Context: an optimization exercise on an open-source flow, tuned for small area. The choices shown serve that exercise and are no tape-out recipe. Where RTL was checked, it was by simulation tests only, not by an equivalence proof against the original.

==> xenon <==
==> flow/design.v (excerpt) <==
module magnitude_wrapper(
	input aclk,
	input aresetn,
	input s_i_data_valid,
	output reg s_o_data_ready,
	input [31:0] s_i_data,
	output reg m_o_data_valid,
	input m_i_data_ready,
	output reg [31:0] m_o_data
    );
==> module magnitude_wrapper, before the edit <==
module magnitude_wrapper(
	input aclk,
	input aresetn,
	input s_i_data_valid,
	output reg s_o_data_ready,
	input [31:0] s_i_data,
	output reg m_o_data_valid,
	input m_i_data_ready,
	output reg [31:0] m_o_data
    );
	reg [31:0] o_data_temp;
	reg [15:0] data_real;
	reg [15:0] data_imag;
	reg start_calc;
	reg ack_calc;
	wire [15:0] in_real = s_i_data[15:0];
	wire [15:0] in_imag = s_i_data[31:16];
	always @ (posedge aclk)
		begin
			if (aresetn == 0) begin
				s_o_data_ready <= 1'b0;
				start_calc <= 1'b0;
			end
			if (ack_calc == 1'b1) begin
				start_calc <= 0;
			end
			if ( (s_i_data_valid == 1'b1) && (ack_calc == 0)) begin
				if (in_real[15] == 1'b1)
					data_real <= ~in_real + 16'd1;
				else
					data_real <= in_real;
				if (in_imag[15] == 1'b1)
					data_imag <= ~in_imag + 16'd1;
				else
					data_imag <= in_imag;
				s_o_data_ready <= 1;
				start_calc <= 1'b1;
			end
		end
	always @ (posedge aclk)
		begin
			if (aresetn == 0) begin
				ack_calc <= 0;
			end
			if (start_calc == 1'b1) begin
				ack_calc <= 1;
				o_data_temp <= data_real*data_real + data_imag*data_imag;
			end
			else begin
				ack_calc <= 0;
			end
		end
	always @ (posedge aclk)
		begin
			if (aresetn == 0) begin
				m_o_data_valid <= 1'b0;
			end
			if (m_i_data_ready == 1'b1) begin
				if (ack_calc == 0) begin
					m_o_data_valid <= 1'b0;
				end
				else begin
					m_o_data_valid <= 1'b1;
					m_o_data <= o_data_temp;
				end
			end
		end
endmodule
export LEC_CHECK = 0
export CAP_MARGIN = 20
export CORE_MARGIN = 2
export CORE_UTILIZATION = 40
export SLEW_MARGIN = 20
create_clock -name core_clock -period 10.0 [get_ports {aclk}]
run.sh (not shown) runs the stock make flow with config.mk's settings and CLKGATE_MAP_FILE= SYNTH_SCRIPT=/design/flow/synth_recipe.tcl, a recipe that flattens the netlist after the stock synthesis.
==> amber: changes against xenon <==
==> flow/design.v (replaced) <==
module magnitude_wrapper(
	input aclk,
	input aresetn,
	input s_i_data_valid,
	output reg s_o_data_ready,
	input [31:0] s_i_data,
	output reg m_o_data_valid,
	input m_i_data_ready,
	output reg [31:0] m_o_data
    );
	reg start, ack, f1, f2, f3;
	reg [15:0] a_re, a_im;
	reg [31:0] p;
	wire acc = s_i_data_valid & ~ack;
	wire [15:0] x = f2 ? a_re : (f1 | f3) ? a_im : ack ? 16'd0 : s_i_data[15:0];
	wire pm = f1 | (ack & ~f2);
	wire signed [31:0] xs = $signed(x);
	wire [31:0] t = (pm ? p : 32'd0) + xs * xs;
	always @(posedge aclk) begin
		start <= acc | (start & ~ack & aresetn);
		s_o_data_ready <= acc | (s_o_data_ready & aresetn);
		ack <= start;
		f1 <= acc & ~start;
		f2 <= acc & start;
		f3 <= f2;
		a_re <= s_i_data[15:0];
		if (acc) a_im <= s_i_data[31:16];
		p <= t;
		if (m_i_data_ready) m_o_data_valid <= ack;
		else if (!aresetn) m_o_data_valid <= 1'b0;
		if (m_i_data_ready & ack) m_o_data <= f3 ? t : p;
	end
endmodule
==> impl_metrics.env <==
export IMPL_min_period_over_period=0.803
export IMPL_ys_ff_latch=100
export IMPL_post_route_util=0.441
export IMPL_final_setup_worst_slack_ns=1.97
export IMPL_reg2reg_from="data_real[11]"
export IMPL_crit_required_ns=10.12
export IMPL_status="complete, no violations"
export IMPL_sh_seq_area=0.148
export IMPL_start_util=0.407
export IMPL_gp_congestion=0.861
export IMPL_whs_ns=0.421
export IMPL_synth_distinct_cells=59
export IMPL_met2_usage=0.332
export IMPL_wl_per_cell_um=15.7
Source of the figures above: xenon

==> impl_metrics.env <==
export IMPL_post_route_util=0.454
export IMPL_reg2reg_from="f1"
export IMPL_wl_per_cell_um=17.2
export IMPL_status="complete, no violations"
export IMPL_slowest_stage="o21ai_0"
export IMPL_ys_ff_latch=103
export IMPL_cts_hold_buf=0
export IMPL_syn_inst=1356
export IMPL_sh_seq_area=0.168
export IMPL_min_period_over_period=0.939
export IMPL_final_hold_viol_count=0
export IMPL_synth_distinct_cells=57
export IMPL_final_setup_worst_slack_ns=0.610
export IMPL_fillers=3221
export IMPL_crit_required_ns=10.14
export IMPL_start_util=0.406
export IMPL_met2_usage=0.330
Source of the figures above: amber

Only the layout flow was run in amber; the RTL was not checked for function there.

==> cedar: inputs <==
magnitude_wrapper, a different RTL version from the one above (not shown whole).
Settings: LEC_CHECK=0, CAP_MARGIN=20, CORE_MARGIN=2, CORE_UTILIZATION=40, SLEW_MARGIN=20, SYNTH_HIERARCHICAL=1, SYNTH_MINIMUM_KEEP_SIZE=0; clock period 10.0 ns.
standard.sh (not shown) runs the stock make flow with config.mk's settings and CLKGATE_MAP_FILE= SYNTH_SCRIPT=/design/flow/synth_recipe.tcl, a recipe that flattens the netlist after the stock synthesis.
==> flow/flow/run.sh <==
#!/bin/bash
# Standard layout, but the port buffers are the smallest plain buffer and
# the clock tree uses smaller buffers without dummy loads.
set -euo pipefail
export BUFFER_PORTS_ARGS="-buffer_cell sky130_fd_sc_hd__buf_1"
export CTS_ARGS="-sink_clustering_enable -repair_clock_nets -dont_use_dummy_load -buf_list sky130_fd_sc_hd__clkbuf_8"
bash standard.sh finish > standard_flow.log 2>&1
==> zinc: changes against cedar <==
--- a/flow/design.v
+++ b/flow/design.v
@@ -29,16 +29,10 @@
   assign y = ~(a ^ b);
 endmodule
 module p_xor3(input a, input b, input c, output y);
   assign y = a ^ b ^ c;
 endmodule
-module p_a22o(input a1, input a2, input b1, input b2, output y);
-  assign y = (a1 & a2) | (b1 & b2);
-endmodule
-module p_a21oi(input a1, input a2, input b1, output y);
-  assign y = ~((a1 & a2) | b1);
-endmodule
 module p_a222oi(input a1, input a2, input b1, input b2, input c1, input c2, output y);
   assign y = ~((a1 & a2) | (b1 & b2) | (c1 & c2));
 endmodule
 module magnitude_wrapper(
 	input aclk,
@@ -59,11 +53,10 @@
 	wire tc_12, cvc_12, cdc_12;
 	reg pc_21, cnc_21;
 	wire tc_21, cvc_21, cdc_21;
 	wire acc = s_i_data_valid & ~ack;
 	wire [15:0] xn;       
-	wire [15:0] xr;       
 	wire [31:0] t;        
 	wire [31:0] cv;       
 	wire [31:0] mo;
 	wire [31:0] cd;
 	wire sel_re = f2;
@@ -72,42 +65,26 @@
 	wire sel_pin = ~ack & ~start;
 	wire pm = f1 | (ack & ~f2);
 	wire ld_t = m_i_data_ready & f3;
 	wire ld_p = m_i_data_ready & ~f3;
 	wire hold = ~m_i_data_ready;
-	p_a22o umr0 (.a1(sel_re), .a2(a_re[0]), .b1(sel_im), .b2(a_im[0]), .y(xr[0]));
-	p_a21oi um0 (.a1(sel_pin), .a2(s_i_data[0]), .b1(xr[0]), .y(xn[0]));
-	p_a22o umr1 (.a1(sel_re), .a2(a_re[1]), .b1(sel_im), .b2(a_im[1]), .y(xr[1]));
-	p_a21oi um1 (.a1(sel_pin), .a2(s_i_data[1]), .b1(xr[1]), .y(xn[1]));
-	p_a22o umr2 (.a1(sel_re), .a2(a_re[2]), .b1(sel_im), .b2(a_im[2]), .y(xr[2]));
-	p_a21oi um2 (.a1(sel_pin), .a2(s_i_data[2]), .b1(xr[2]), .y(xn[2]));
-	p_a22o umr3 (.a1(sel_re), .a2(a_re[3]), .b1(sel_im), .b2(a_im[3]), .y(xr[3]));
-	p_a21oi um3 (.a1(sel_pin), .a2(s_i_data[3]), .b1(xr[3]), .y(xn[3]));
-	p_a22o umr4 (.a1(sel_re), .a2(a_re[4]), .b1(sel_im), .b2(a_im[4]), .y(xr[4]));
-	p_a21oi um4 (.a1(sel_pin), .a2(s_i_data[4]), .b1(xr[4]), .y(xn[4]));
-	p_a22o umr5 (.a1(sel_re), .a2(a_re[5]), .b1(sel_im), .b2(a_im[5]), .y(xr[5]));
-	p_a21oi um5 (.a1(sel_pin), .a2(s_i_data[5]), .b1(xr[5]), .y(xn[5]));
-	p_a22o umr6 (.a1(sel_re), .a2(a_re[6]), .b1(sel_im), .b2(a_im[6]), .y(xr[6]));
-	p_a21oi um6 (.a1(sel_pin), .a2(s_i_data[6]), .b1(xr[6]), .y(xn[6]));
-	p_a22o umr7 (.a1(sel_re), .a2(a_re[7]), .b1(sel_im), .b2(a_im[7]), .y(xr[7]));
-	p_a21oi um7 (.a1(sel_pin), .a2(s_i_data[7]), .b1(xr[7]), .y(xn[7]));
-	p_a22o umr8 (.a1(sel_re), .a2(a_re[8]), .b1(sel_im), .b2(a_im[8]), .y(xr[8]));
-	p_a21oi um8 (.a1(sel_pin), .a2(s_i_data[8]), .b1(xr[8]), .y(xn[8]));
-	p_a22o umr9 (.a1(sel_re), .a2(a_re[9]), .b1(sel_im), .b2(a_im[9]), .y(xr[9]));
-	p_a21oi um9 (.a1(sel_pin), .a2(s_i_data[9]), .b1(xr[9]), .y(xn[9]));
-	p_a22o umr10 (.a1(sel_re), .a2(a_re[10]), .b1(sel_im), .b2(a_im[10]), .y(xr[10]));
-	p_a21oi um10 (.a1(sel_pin), .a2(s_i_data[10]), .b1(xr[10]), .y(xn[10]));
-	p_a22o umr11 (.a1(sel_re), .a2(a_re[11]), .b1(sel_im), .b2(a_im[11]), .y(xr[11]));
-	p_a21oi um11 (.a1(sel_pin), .a2(s_i_data[11]), .b1(xr[11]), .y(xn[11]));
-	p_a22o umr12 (.a1(sel_re), .a2(a_re[12]), .b1(sel_im), .b2(a_im[12]), .y(xr[12]));
-	p_a21oi um12 (.a1(sel_pin), .a2(s_i_data[12]), .b1(xr[12]), .y(xn[12]));
-	p_a22o umr13 (.a1(sel_re), .a2(a_re[13]), .b1(sel_im), .b2(a_im[13]), .y(xr[13]));
-	p_a21oi um13 (.a1(sel_pin), .a2(s_i_data[13]), .b1(xr[13]), .y(xn[13]));
-	p_a22o umr14 (.a1(sel_re), .a2(a_re[14]), .b1(sel_im), .b2(a_im[14]), .y(xr[14]));
-	p_a21oi um14 (.a1(sel_pin), .a2(s_i_data[14]), .b1(xr[14]), .y(xn[14]));
-	p_a22o umr15 (.a1(sel_re), .a2(a_re[15]), .b1(sel_im), .b2(a_im[15]), .y(xr[15]));
-	p_a21oi um15 (.a1(sel_pin), .a2(s_i_data[15]), .b1(xr[15]), .y(xn[15]));
+	p_a222oi um0 (.a1(sel_re), .a2(a_re[0]), .b1(sel_im), .b2(a_im[0]), .c1(sel_pin), .c2(s_i_data[0]), .y(xn[0]));
+	p_a222oi um1 (.a1(sel_re), .a2(a_re[1]), .b1(sel_im), .b2(a_im[1]), .c1(sel_pin), .c2(s_i_data[1]), .y(xn[1]));
+	p_a222oi um2 (.a1(sel_re), .a2(a_re[2]), .b1(sel_im), .b2(a_im[2]), .c1(sel_pin), .c2(s_i_data[2]), .y(xn[2]));
+	p_a222oi um3 (.a1(sel_re), .a2(a_re[3]), .b1(sel_im), .b2(a_im[3]), .c1(sel_pin), .c2(s_i_data[3]), .y(xn[3]));
+	p_a222oi um4 (.a1(sel_re), .a2(a_re[4]), .b1(sel_im), .b2(a_im[4]), .c1(sel_pin), .c2(s_i_data[4]), .y(xn[4]));
+	p_a222oi um5 (.a1(sel_re), .a2(a_re[5]), .b1(sel_im), .b2(a_im[5]), .c1(sel_pin), .c2(s_i_data[5]), .y(xn[5]));
+	p_a222oi um6 (.a1(sel_re), .a2(a_re[6]), .b1(sel_im), .b2(a_im[6]), .c1(sel_pin), .c2(s_i_data[6]), .y(xn[6]));
+	p_a222oi um7 (.a1(sel_re), .a2(a_re[7]), .b1(sel_im), .b2(a_im[7]), .c1(sel_pin), .c2(s_i_data[7]), .y(xn[7]));
+	p_a222oi um8 (.a1(sel_re), .a2(a_re[8]), .b1(sel_im), .b2(a_im[8]), .c1(sel_pin), .c2(s_i_data[8]), .y(xn[8]));
+	p_a222oi um9 (.a1(sel_re), .a2(a_re[9]), .b1(sel_im), .b2(a_im[9]), .c1(sel_pin), .c2(s_i_data[9]), .y(xn[9]));
+	p_a222oi um10 (.a1(sel_re), .a2(a_re[10]), .b1(sel_im), .b2(a_im[10]), .c1(sel_pin), .c2(s_i_data[10]), .y(xn[10]));
+	p_a222oi um11 (.a1(sel_re), .a2(a_re[11]), .b1(sel_im), .b2(a_im[11]), .c1(sel_pin), .c2(s_i_data[11]), .y(xn[11]));
+	p_a222oi um12 (.a1(sel_re), .a2(a_re[12]), .b1(sel_im), .b2(a_im[12]), .c1(sel_pin), .c2(s_i_data[12]), .y(xn[12]));
+	p_a222oi um13 (.a1(sel_re), .a2(a_re[13]), .b1(sel_im), .b2(a_im[13]), .c1(sel_pin), .c2(s_i_data[13]), .y(xn[13]));
+	p_a222oi um14 (.a1(sel_re), .a2(a_re[14]), .b1(sel_im), .b2(a_im[14]), .c1(sel_pin), .c2(s_i_data[14]), .y(xn[14]));
+	p_a222oi um15 (.a1(sel_re), .a2(a_re[15]), .b1(sel_im), .b2(a_im[15]), .c1(sel_pin), .c2(s_i_data[15]), .y(xn[15]));
 	assign t[0] = s_731;
 	assign t[1] = s_734;
 	assign t[2] = s_737;
 	assign t[3] = s_740;
 	assign t[4] = s_743;
==> impl_results.md <==
- Sequential cell area share: 29.6%
- Plain + repair buffers: 89
- Fin nets: 854
- Synth Net Count: 766
- Vias in the first global route: 5,351
- First-pass GRT wire length: 27.0 mm
- Fmax: 106 MHz
- Area after DPL: 0.00761 mm²
- M1 WL: 6.72 mm
- Initial Utilization: 40.7%
- Mapped cell area: 0.00699 mm²
- Outcome: finished clean
That was zinc.
==> impl_results.md <==
- Slew Limit Headroom: 41.1%
- Vias in the first global route: 5,209
- M1 WL: 6.94 mm
- Outcome: finished clean
- Fmax: 110 MHz
- Critical Path Start: s_i_data[1]
- Mapped cell area: 0.00711 mm²
- Clock tree sinks: 106
- Area of the multi-input gates: 0.00454 mm²
- Area after DPL: 0.00773 mm²
- Plain + repair buffers: 90
- Fin nets: 871
- First-pass GRT wire length: 27.2 mm
- Sequential cell area share: 29.2%
That was cedar.
The RTL of cedar was laid out without a check of its function.

-- what the ideal ports hide --
In the flow no input, the clock included, has a driving cell. The finished layouts below were timed again as built, in two steps.
Step 1, drivers: a clkbuf_16 drives aclk and a buf_2 each remaining input, both assumed.
Step 2, shift: input delay + t, output delay - t, t = (earliest + latest rising clock arrival at the registers) / 2. This alone moves slack from input paths to output paths.
a / b / c = no drivers / after step 1 / after step 2; a / b = the first two.
| run | t (ns) | slack for setup (ns) | worst data-port slew with drivers (ns) |
|---|---|---|---|
| xenon | 0.428 | 1.966 / 1.966 / 1.966 | 0.05 |
| amber | 0.418 | 0.610 / 0.629 / 0.211 | 0.07 |
| cedar | 0.417 | 0.883 / 0.891 / 0.474 | 0.04 |
| zinc | 0.420 | 0.575 / 0.588 / 0.168 | 0.04 |
After both steps every run listed still meets setup and hold. The setup slack of cedar, which loses most, moves by +0.008 ns with the drivers and by -0.409 ns with both steps.
